Source: an optimization exercise on an open RTL-to-GDS flow (aim: small area). Production flows keep margins and buffers that such runs may drop. Only simulation tests tie the RTL to the original design; equivalence was not proved.

==> flow/design.v (outline; a module is shown in full before it is edited, if it fits) <==
// module select_unit: 25 lines
// module add_unit: 19 lines
// module add_unit_by_DSP: 14 lines
// module mult_scaler: 18 lines
// module rect_linear: 18 lines
// module register: 39 lines
// module CLP: 13119 lines
module CLP (
    input  wire                clk,
    input  wire                rst_n,
    input  wire [1199:0]       feature_in,
    input  wire [199:0]        weight_in,
    input  wire [23:0]         weight_scaler,
    input  wire [47:0]         bias_in,
    input  wire [3:0]          ctr,
    input  wire                enable,
    output wire                out_valid,
    output wire [47:0]         feature_out
);
  // ...
==> flow/flow/run.sh <==
#!/bin/bash
# Standard ORFS layout; ports are buffered with the smallest buffer cell.
set -euo pipefail
bash standard.sh BUFFER_PORTS_ARGS="-buffer_cell sky130_fd_sc_hd__buf_1" finish > make_finish.log 2>&1
==> flow/standard.sh <==
#!/bin/bash
# synth_recipe.tcl (not shown) runs the flow's synth.tcl, then flattens the netlist and writes it again
# the make line also repeats each setting of config.mk as NAME=value (left out here)
make -C /OpenROAD-flow-scripts/flow DESIGN_CONFIG=/design/flow/config.mk WORK_HOME=/design/flow/orfs CLKGATE_MAP_FILE= SYNTH_SCRIPT=/design/flow/synth_recipe.tcl "${@:-finish}"
==> flow/config.mk <==
export PLATFORM = sky130hd
export DESIGN_NAME = CLP
export DESIGN_NICKNAME = CLP
export VERILOG_FILES = /design/flow/design.v
export SDC_FILE = /design/flow/constraint.sdc
export NUM_CORES = 4
export LEC_CHECK = 0
export ABC_AREA = 1
export CAP_MARGIN = 20
export CORE_MARGIN = 2
export CORE_UTILIZATION = 40
export SLEW_MARGIN = 20
==> flow/constraint.sdc <==
create_clock -name core_clock -period 10.0 [get_ports {clk}]
set_input_delay 2.0000 -clock core_clock [delete_from_list [all_inputs] [get_ports {clk}]]
set_output_delay 2.0000 -clock core_clock [all_outputs]
set_load 0.01 [all_outputs]
==> impl_metrics.yaml, run 1 <==
run_status:
  status: "complete, no violations"
global_routing:
  grt_pass1_vias: 101000
  grt_use_total_pct: 54.0
  grt_use_met1_pct: 56.1
  use_met3_pct: 25.3
  grt_busiest_layer: "met2"
placement:
  place_area_um2: 112000
worst_setup_path:
  crit_family: "adder cells"
  critPathSlowestCell: "fa_1"
cts:
  cts_tree: "built"
  cts_max_level: 3
sta:
  period_share_pct: 97.8
  relSlewSlack_pct: 15.1
  hold_viol: 0
floorplanning:
  die_h_um: 505
  dieArea_um2: 255000
  rows: 183
  core_region_area_um2: 249000
  taps: 3330
final_layout:
  signal_buffers: 2116
  nonClkBufAreaFrac_pct: 9.41
yosys:
  syn_nets: 16600
  synthFlopType: "dfxtp_1"
route:
  drt_iter0_drc: 16900
  vias: 106000
  drtPass1Iterations: 10
  antenna_left: 0
==> run 2, diff against run 1 <==
==> flow/run.sh (new file) <==
#!/bin/bash
# synth_recipe.tcl (not shown) runs the flow's synth.tcl, then flattens the netlist and writes it again
# the make line also repeats each setting of config.mk as NAME=value (left out here)
make -C /OpenROAD-flow-scripts/flow DESIGN_CONFIG=/design/flow/config.mk WORK_HOME=/design/flow/orfs CLKGATE_MAP_FILE= SYNTH_SCRIPT=/design/flow/synth_recipe.tcl finish
removed: flow/flow/run.sh
removed: flow/standard.sh
==> run 2 against run 1 <==
- now fails the layout checks on setup timing
- critical path depth decreased by 12
- via count rose by 9.1%
- first-iteration DRC count rose by 19%
- final cell count rose by 1.4%
- synthesized area stayed put
- flip-flop and latch count is the same
- die area stayed put
- synthesized cell count unchanged
- wire length rose by 11%
- critical path type is now input pin to register
- critical endpoint is now acc1[23]$_DFF_P_
- largest cell class unchanged
- highest routed layer unchanged
==> impl_metrics.yaml, run 2 <==
run_status:
  status: "failed layout checks"
  so_faults: "setup timing"
sta:
  period_share_pct: 100
  worstMarginPinSlew_ns: 1.25
  fmax_ghz: 0.0995
  rsz0062_at_grt: "yes"
  fin_ws_ns: -0.0476
  setup_viol_count_final: 13
  min_period_ns: 10.05
  slew_viol_final: 0
  hold_viol: 0
  relSlewSlack_pct: 16.5
floorplanning:
  initial_core_util_pct: 40.3
  rows: 183
  ios: 1528
  die_h_um: 505
  dieArea_um2: 255000
  die_w_um: 505
  core_region_area_um2: 249000
cts:
  clock-sinks: 73
  cts_max_level: 3
  clk_pin_slew_ns: 0.09
  cts_buffers: 9
  clock-root-buffer: "clkbuf_16"
  cts_hold_buf: 0
  cts.path.max_buffers: 2
  cts_tree: "built"
final_layout:
  layout_commonest_cell: "nand2_1"
  area_growth_pct: 27.6
  final_nets: 18400
  fin_cells: 17800
  drive_gt1_share_pct: 9.14
  layout_common_cells: "3300 x nand2_1, 2543 x fa_1, 2389 x o21ai_0, 1475 x clkdlybuf4s50_1, 1337 x inv_1"
  top_regs: "acc0: 24 flops, acc1: 24 flops, sc: 24 flops"
route:
  drc: 0
  wl_per_cell_um: 43.8
  antenna_left: 0
  vias: 115000
  drt_iter0_drc: 20000
  drtPass1Iterations: 16
  vias_per_cell: 6.48
  routed_wl_mm: 779
yosys:
  synth_mux_area_share_pct: 0.0599
  synthFlopType: "dfxtp_1"
  syn_nets: 16600
  synth_top_area_share_pct: 52.4
  synthTopCellsByArea: "fa_1 52%, nand2_1 12%, o21ai_0 12%"
  synth_top_family_by_area: "adder cells"
  yosysUniqueCellTypes: 49
  synth_edf_count: 0
  synthCells: 12300
  syn_area_per_cell_um2: 8.17
  synth-simple-area-share_pct: 14.3
  synth-adder-area-share_pct: 55.3
  ys_top_cells_by_count: "3322 x nand2_1, 2624 x fa_1, 2400 x o21ai_0, 1356 x inv_1, 569 x clkbuf_1"
  synth_area_um2: 100000
  synth.most_common_cell: "nand2_1"
  synth-warning-count: 1
  synth_xor_area_share_pct: 5.53
  yosysTopAreaCell: "fa_1"
  synth_compound_area_share_pct: 15.7
  async_flop_share_pct: 1.37
  ys_ff_latch: 73
  yosysSeqAreaShare_pct: 1.46
worst_setup_path:
  crit_fanout: 16
  critPathMostFrequentCell: "fa_1"
  critPathCaptureType: "register"
  worstSetupStartpointType: "input pin"
  cp.depth: 26
  critPathBufInv: 8
  cp.arrival_ns: 10.24
  cp_data_required_time_ns: 10.19
  critPathSlowestCell: "fa_1"
  crit_family: "adder cells"
  path_class: "input pin to register"
  max_stage_delay_ns: 1.02
job:
  maxCapViolations: 0
global_routing:
  grt_pass1_vias: 112000
  grt_pass1_wl_mm: 1010
  antenna_found_initial: 427
  grt_max_degree: 29
  grt_overflow_total: 0
  grt_use_total_pct: 59.9
placement:
  place.gp.congestion: 1.29
  portBuffers: 1527
  post-dp-hpwl_mm: 674
  placedCellCount: 17400
min_path:
  hp-class: "input pin to asynchronous set/reset pin"
[run 2: layout make-up]
class | instances | area [um^2]
fill | 23200 | 121000
multi-input combinational | 10200 | 92400
timing repair buffer | 2451 | 23500
inverter | 1369 | 5160
tap | 3330 | 4170
sequential | 73 | 1480
antenna | 369 | 923
clock buffer | 9 | 225
clock inverter | 7 | 109
[run 2: per-layer routing]
metal	vias to the layer above	part of all wire [%]	global-route usage (%)
met3	4375	16	30.8
li1	43100	-	-
met2	12400	39	82.1
met4	92	15	67.5
met5	-	0.14	3.40
met1	55500	30	61.7
[run 2: path summary, 6_finish.rpt]
kind                                   start  slack, ns               end
max                           weight_in[102]      -0.05  acc1[23]$_DFF_P_
min                                    rst_n       1.72     vld$_DFF_PN0_
max in group asynchronous              rst_n       8.18     vld$_DFF_PN0_
min in group core_clock    weight_scaler[13]       2.04    sc[13]$_DFF_P_
[run 2: kinds of logic (layout without fill, tap and decap cells)]
logic type / Yosys count / after routing
other cells: 0 / 369
simple gates: 3702 / 3702
flops: 73 / 73
buf+inv: 2005 / 3836
fa+ha+maj: 2860 / 2860
compound gates: 2997 / 2997
mux: 6 / 6
xor+xnor: 631 / 631
[run 2: per-stage QoR]
stage | hold WS (ns) | utilization, % | worst slack [ns] | cell area, um^2 | setup TNS, ns
final | 1.72 | 51.4 | -0.0476 | 128000 | -0.276
after global routing | 1.74 | 51.2 | -0.312 | 127000 | -8.87
after CTS | 1.73 | 50.5 | 0.00137 | 126000 | 0
after detailed placement | 2.15 | 50.3 | -0.422 | 125000 | -4.07
after global placement | 2.15 | 50.3 | -0.266 | 125000 | -2.62
after floorplan | 1.70 | - | 0.775 | 100000 | 0
[run 2: repair_timing]
action / 4_1_cts / 5_1_grt
cloned: 0 / 9
buffers inserted: 4 / 9
resized for setup: 76 / 369
pin swaps: 8 / 55
setup endpoints to repair: 48 / 64
==> run 3, diff against run 2 <==
==> flow/flow/run.sh (new file) <==
#!/bin/bash
# Standard ORFS synthesis, then an inverter clean-up of the gate netlist
# (polfix.py: full adders may be used in flipped polarity), then the
# standard ORFS layout with the ports buffered by the smallest buffer cell.
set -euo pipefail
R=orfs/results/sky130hd/CLP/base
bash standard.sh synth > make_synth.log 2>&1
python3 flow/polfix.py $R/1_2_yosys.v $R/1_2_yosys_polfix.v > polfix.log 2>&1
cp $R/1_2_yosys.v $R/1_2_yosys_orig.v
cp $R/1_2_yosys_polfix.v $R/1_2_yosys.v
touch $R/1_2_yosys.v
bash standard.sh BUFFER_PORTS_ARGS="-buffer_cell sky130_fd_sc_hd__buf_1" finish > make_finish.log 2>&1
==> flow/flow/polfix.py (new file) <==
#!/usr/bin/env python3
"""Inverter cleanup for a flat sky130hd gate netlist written by Yosys.

A full adder is self-dual: FA(~a, ~b, ~c) = (~sum, ~cout). Each fa cell may
therefore be implemented in flipped polarity (all inputs and both outputs
complemented) without changing the function. This pass chooses a flip for
every fa cell to minimise the inverters needed, removes all inverters, and
re-inserts one inverter per net that some sink needs in the other polarity.

usage: polfix.py IN.v OUT.v
"""
import re, sys, random

src = open(sys.argv[1]).read()
m = re.search(r'\n(\s*)(sky130_fd_sc_hd__\w+)\s+(\S+)\s*\(', src)
head = src[:m.start() + 1]
body = src[m.start() + 1:]
end = body.rindex('endmodule')
tail = body[end:]
body = body[:end]

cell_re = re.compile(r'\s*(sky130_fd_sc_hd__\w+)\s+(\S+)\s*\((.*?)\);', re.S)
pin_re = re.compile(r'\.(\w+)\(([^()]*)\)')
cells = []
pos = 0
for mm in cell_re.finditer(body):
    assert body[pos:mm.start()].strip() == '', body[pos:mm.start()][:200]
    pos = mm.end()
    pins = [(p, n.strip()) for p, n in pin_re.findall(mm.group(3))]
    cells.append([mm.group(1), mm.group(2), pins])
assert body[pos:].strip() == ''

OUTPINS = {'X', 'Y', 'Q', 'Q_N', 'SUM', 'COUT', 'HI', 'LO'}
isinv = lambda t: re.match(r'sky130_fd_sc_hd__(clk)?inv_\d+$', t) is not None
isfa = lambda t: re.match(r'sky130_fd_sc_hd__fa_\d+$', t) is not None

# output ports are sinks with fixed polarity
outports = set()
for mo in re.finditer(r'^\s*output\s+(\[(\d+):(\d+)\]\s*)?(\S+);', head, re.M):
    if mo.group(1):
        hi, lo = int(mo.group(2)), int(mo.group(3))
        for i in range(min(hi, lo), max(hi, lo) + 1):
            outports.add('%s[%d]' % (mo.group(4), i))
    else:
        outports.add(mo.group(4))

driver = {}
for ci, (t, n, pins) in enumerate(cells):
    for p, net in pins:
        if p in OUTPINS:
            driver[net] = (ci, p)

# inverters to remove: all whose output is not an output port
rem = set()
inv_in = {}
for ci, (t, n, pins) in enumerate(cells):
    if isinv(t):
        d = dict(pins)
        if d['Y'] in outports:
            continue
        rem.add(ci)
        inv_in[d['Y']] = d['A']


def base(net):
    par = 0
    seen = 0
    while net in inv_in:
        net = inv_in[net]
        par ^= 1
        seen += 1
        assert seen < 100
    return net, par


# sinks: (cell index or -1 for port, pin, base net, parity)
sinks = {}
for ci, (t, n, pins) in enumerate(cells):
    if ci in rem:
        continue
    for p, net in pins:
        if p in OUTPINS:
            continue
        if not net or net.startswith("1'") or net.startswith("'"):
            continue
        b, par = base(net)
        sinks.setdefault(b, []).append((ci, p, par))
for net in outports:
    if net in inv_in:
        b, par = base(net)
        sinks.setdefault(b, []).append((-1, net, par))

fas = [ci for ci, c in enumerate(cells) if isfa(c[0])]
flip = {ci: 0 for ci in fas}


def xcell(ci):
    return flip.get(ci, 0)


def netcost(b):
    d = driver.get(b)
    avail = xcell(d[0]) if d else 0
    need = set()
    for ci, p, par in sinks.get(b, []):
        need.add(par ^ (xcell(ci) if ci >= 0 else 0) ^ avail)
    return 1 if 1 in need else 0


# nets touched by each fa
touch = {}
for ci in fas:
    nets = set()
    for p, net in cells[ci][2]:
        if p in OUTPINS:
            nets.add(net)
        else:
            nets.add(base(net)[0])
    touch[ci] = nets

allnets = set(sinks)
before = sum(netcost(b) for b in allnets)

# simulated annealing over the flips, starting from no flips
import math
rng = random.Random(1)
cur = before
best = cur
bestflip = dict(flip)
N = len(fas)
steps = 400 * N
T0, T1 = 1.5, 0.02
for st in range(steps):
    T = T0 * (T1 / T0) ** (st / steps)
    ci = fas[rng.randrange(N)]
    c0 = sum(netcost(b) for b in touch[ci])
    flip[ci] ^= 1
    c1 = sum(netcost(b) for b in touch[ci])
    dlt = c1 - c0
    if dlt <= 0 or rng.random() < math.exp(-dlt / T):
        cur += dlt
        if cur < best:
            best = cur
            bestflip = dict(flip)
    else:
        flip[ci] ^= 1
flip = bestflip
after = sum(netcost(b) for b in allnets)

# rebuild
esc = lambda n: n + ' ' if n.startswith('\\') else n
invnet = {}
newcells = []
for b in sorted(allnets):
    if netcost(b):
        nn = 'pfx_inv_' + re.sub(r'\W', '_', b)
        invnet[b] = nn
for ci, (t, n, pins) in enumerate(cells):
    if ci in rem:
        continue
    newpins = []
    for p, net in pins:
        if p in OUTPINS or not net or net.startswith("1'") or net.startswith("'"):
            newpins.append((p, net))
            continue
        b, par = base(net)
        d = driver.get(b)
        avail = xcell(d[0]) if d else 0
        needinv = par ^ xcell(ci) ^ avail
        newpins.append((p, invnet[b] if needinv else b))
    cells[ci][2] = newpins
# output ports driven through removed inverters: none (kept)
out = [head]
for b, nn in invnet.items():
    out.append('  wire %s;\n' % nn)
k = 0
for ci, (t, n, pins) in enumerate(cells):
    if ci in rem:
        continue
    out.append('  %s %s (\n%s\n  );\n' % (t, n, ',\n'.join('    .%s(%s)' % (p, esc(q)) for p, q in pins)))
for b, nn in invnet.items():
    k += 1
    out.append('  sky130_fd_sc_hd__inv_1 pfx_inv_%d (\n    .A(%s),\n    .Y(%s)\n  );\n' % (k, esc(b), nn))
out.append(tail)
open(sys.argv[2], 'w').write(''.join(out))
sys.stderr.write('polfix: %d fa, %d inverters removed, %d before-model, %d inserted, %d flipped\n'
                 % (len(fas), len(rem), before, len(invnet), sum(flip.values())))
==> flow/standard.sh (new file) <==
#!/bin/bash
# synth_recipe.tcl (not shown) runs the flow's synth.tcl, then flattens the netlist and writes it again
# the make line also repeats each setting of config.mk as NAME=value (left out here)
make -C /OpenROAD-flow-scripts/flow DESIGN_CONFIG=/design/flow/config.mk WORK_HOME=/design/flow/orfs CLKGATE_MAP_FILE= SYNTH_SCRIPT=/design/flow/synth_recipe.tcl "${@:-finish}"
--- a/flow/config.mk
+++ b/flow/config.mk
@@ -7,6 +7,6 @@
 export LEC_CHECK = 0
 export ABC_AREA = 1
-export CAP_MARGIN = 20
+export CAP_MARGIN = 10
 export CORE_MARGIN = 2
 export CORE_UTILIZATION = 40
-export SLEW_MARGIN = 20
+export SLEW_MARGIN = 10
removed: flow/run.sh
==> run 3 against run 2 <==
- the run now finishes clean
- critical path depth is 13 higher
- via count is 8.5% lower
- first-iteration DRC count decreased by 20%
- count of clock-buffer cells in the layout is 1 higher
- worst setup slack better by 0.15 ns
- synthesized cell count is 1.8% lower
- cell area down 11%
- hold slack got worse by 0.36 ns
- final cell count is 2.6% lower
- sequential share of layout area is 0.15 points higher
- critical endpoint is now feature_out[28]
==> impl_metrics.yaml, run 3 <==
worst_setup_path:
  critPathMostFrequentCell: "fa_1"
  startpoint: "sc[5]$_DFF_P_"
  critPathBufInv: 11
  cp.arrival_ns: 7.89
  crit_fanout: 21
  cp_data_required_time_ns: 8.00
  critPathCaptureType: "primary output"
  crit_family: "adder cells"
  worstSetupStartpointType: "register"
  cp.depth: 39
  path_class: "register to primary output"
  max_stage_delay_ns: 0.54
  critPathSlowestCell: "fa_1"
min_path:
  hp-class: "input pin to asynchronous set/reset pin"
final_layout:
  final_util_pct: 45.9
  top_regs: "acc0: 24 flops, acc1: 24 flops, sc: 24 flops"
  final_nets: 17900
  layout_common_cells: "3307 x nand2_1, 2610 x fa_1, 2398 x o21ai_0, 1499 x buf_1, 1132 x inv_1"
  fillCellCount: 25300
  area_growth_pct: 14.6
  layout_commonest_cell: "nand2_1"
  drive_gt1_share_pct: 5.90
sta:
  fin_tns_setup_ns: 0
  slew_viol_final: 0
  setup_viol_count_final: 0
  worstMarginPinSlew_ns: 1.31
  relSlewSlack_pct: 12.7
  fmax_ghz: 0.101
  period_share_pct: 98.9
  hold_viol: 0
  min_period_ns: 9.89
floorplanning:
  core_region_area_um2: 248000
  ios: 1528
  rows: 183
  initial_core_util_pct: 40.1
  die_w_um: 503
  die_h_um: 503
  dieArea_um2: 253000
cts:
  cts_buffers: 9
  clock-sinks: 73
  cts_tree: "built"
  clk_pin_slew_ns: 0.08
  clock-root-buffer: "clkbuf_16"
  cts_max_level: 3
  cts.path.max_buffers: 2
route:
  vias: 106000
  drc: 0
  drtPass1Iterations: 14
  antenna_left: 0
  routed_wl_mm: 724
  wl_per_cell_um: 41.8
  vias_per_cell: 6.09
  drt_iter0_drc: 16100
global_routing:
  grt_pass1_wl_mm: 932
  grt_pass1_vias: 101000
  grt_use_met1_pct: 59.3
  grt_busiest_layer: "met2"
  grt_max_degree: 32
  grt_use_total_pct: 56.4
  grt_overflow_total: 0
  antenna_found_initial: 507
  use_met3_pct: 25.0
  grt_use_met2_pct: 79.6
placement:
  post-dp-hpwl_mm: 641
  portBuffers: 1527
  place.gp.congestion: 1.17
yosys:
  synthCells: 12000
  syn_nets: 16400
  syn_area_per_cell_um2: 8.25
  synth-warning-count: 1
  synth_area_um2: 99400
job:
  maxCapViolations: 0
run_status:
  status: "complete, no violations"
-- run 3: cell types whose count changed in the layout (fill, tap and decap cells not counted), sizes merged --
cell,previous run,this run
inv,1367,1146
clkinv,3,0
clkinvlp,4,0
clkbuf,39,16
dlymetal6s2s,3,0
diode,369,458
dlygate4sd2,13,0
buf,930,2116
clkdlybuf4s50,1475,0
-- run 3: what timing repair did --
item                                    in CTS  in global routing
hold buffers                                 0                  0
pin swaps                                    1                 51
gates resized for setup                      9                148
setup buffers                                0                 11
endpoints found under the setup margin      31                 48
cloned                                       0                  4
-- run 3: per-stage QoR --
step                std cells  worst slack, ns  hold slack, ns  area (um^2)
floorplan               12000            0.784            1.70        99400
global placement        16800            0.253            1.77       112000
detailed placement      16800            0.250            1.78       112000
CTS                     16900           0.0147            1.36       112000
global route            17100           -0.162            1.36       113000
finish                  17300            0.107            1.36       114000
-- run 3: worst max path at each step --
stage,to
after floorplan,feature_out[33]
after global placement,acc1[19]$_DFF_P_
after detailed placement,acc1[19]$_DFF_P_
after CTS,feature_out[27]
after global routing,feature_out[28]
final,feature_out[28]
-- run 3: final cells by class --
class / count / area [um^2] / area share (%)
diodes: 458 / 1150 / 1.01
clock buffers: 10 / 239 / 0.210
clock inverters: 6 / 95.1 / 0.0835
inverters: 1142 / 4290 / 3.76
multi-input cells: 10200 / 91700 / 80.5
flip-flops and latches: 73 / 1490 / 1.30
well taps: 3330 / 4170 / 3.66
repair buffers: 2122 / 10800 / 9.48
-- run 3: routing by layer --
layer,share of wire [%],up-vias
met4,14,110
met5,0.11,-
met3,14,3007
met1,31,51100
met2,41,9372
li1,-,42000

[separate check: timing with driven ports]
Ports are ideal in the flow. The routed layouts listed here were re-timed in OpenROAD. Step 1 sets driving cells, clkbuf_16 on the clock port and buf_2 on the other inputs (assumed; they add their load-dependent delay and slew). Step 2 moves the port delays by t, midway between the first and last clock arrival at a register: inputs arrive t later, outputs are due t later. That takes back most of the time a late clock gives input paths. Slacks: no drivers / after step 1 / after step 2; pairs: no drivers / after step 1.
run | shift t [ns] | setup WS [ns] | hold WS [ns] | worst setup path at the end | latest minus earliest clock arrival (ns)
run 1 | 0.481 | 0.216 / 0.142 / -0.075 | 1.324 / 1.279 / 1.760 | input to register | 0.024 / 0.024
run 2 | 0.462 | -0.048 / -0.107 / -0.470 | 1.720 / 1.693 / 2.155 | input to register | 0.025 / 0.025
run 3 | 0.442 | 0.107 / 0.045 / -0.271 | 1.363 / 1.328 / 1.770 | input to register | 0.016 / 0.016
Met with ideal ports but missed after step 2: setup timing in run 1 and run 3. The setup slack of run 2, which loses most, moves by -0.059 ns with the drivers and by -0.422 ns with both steps.
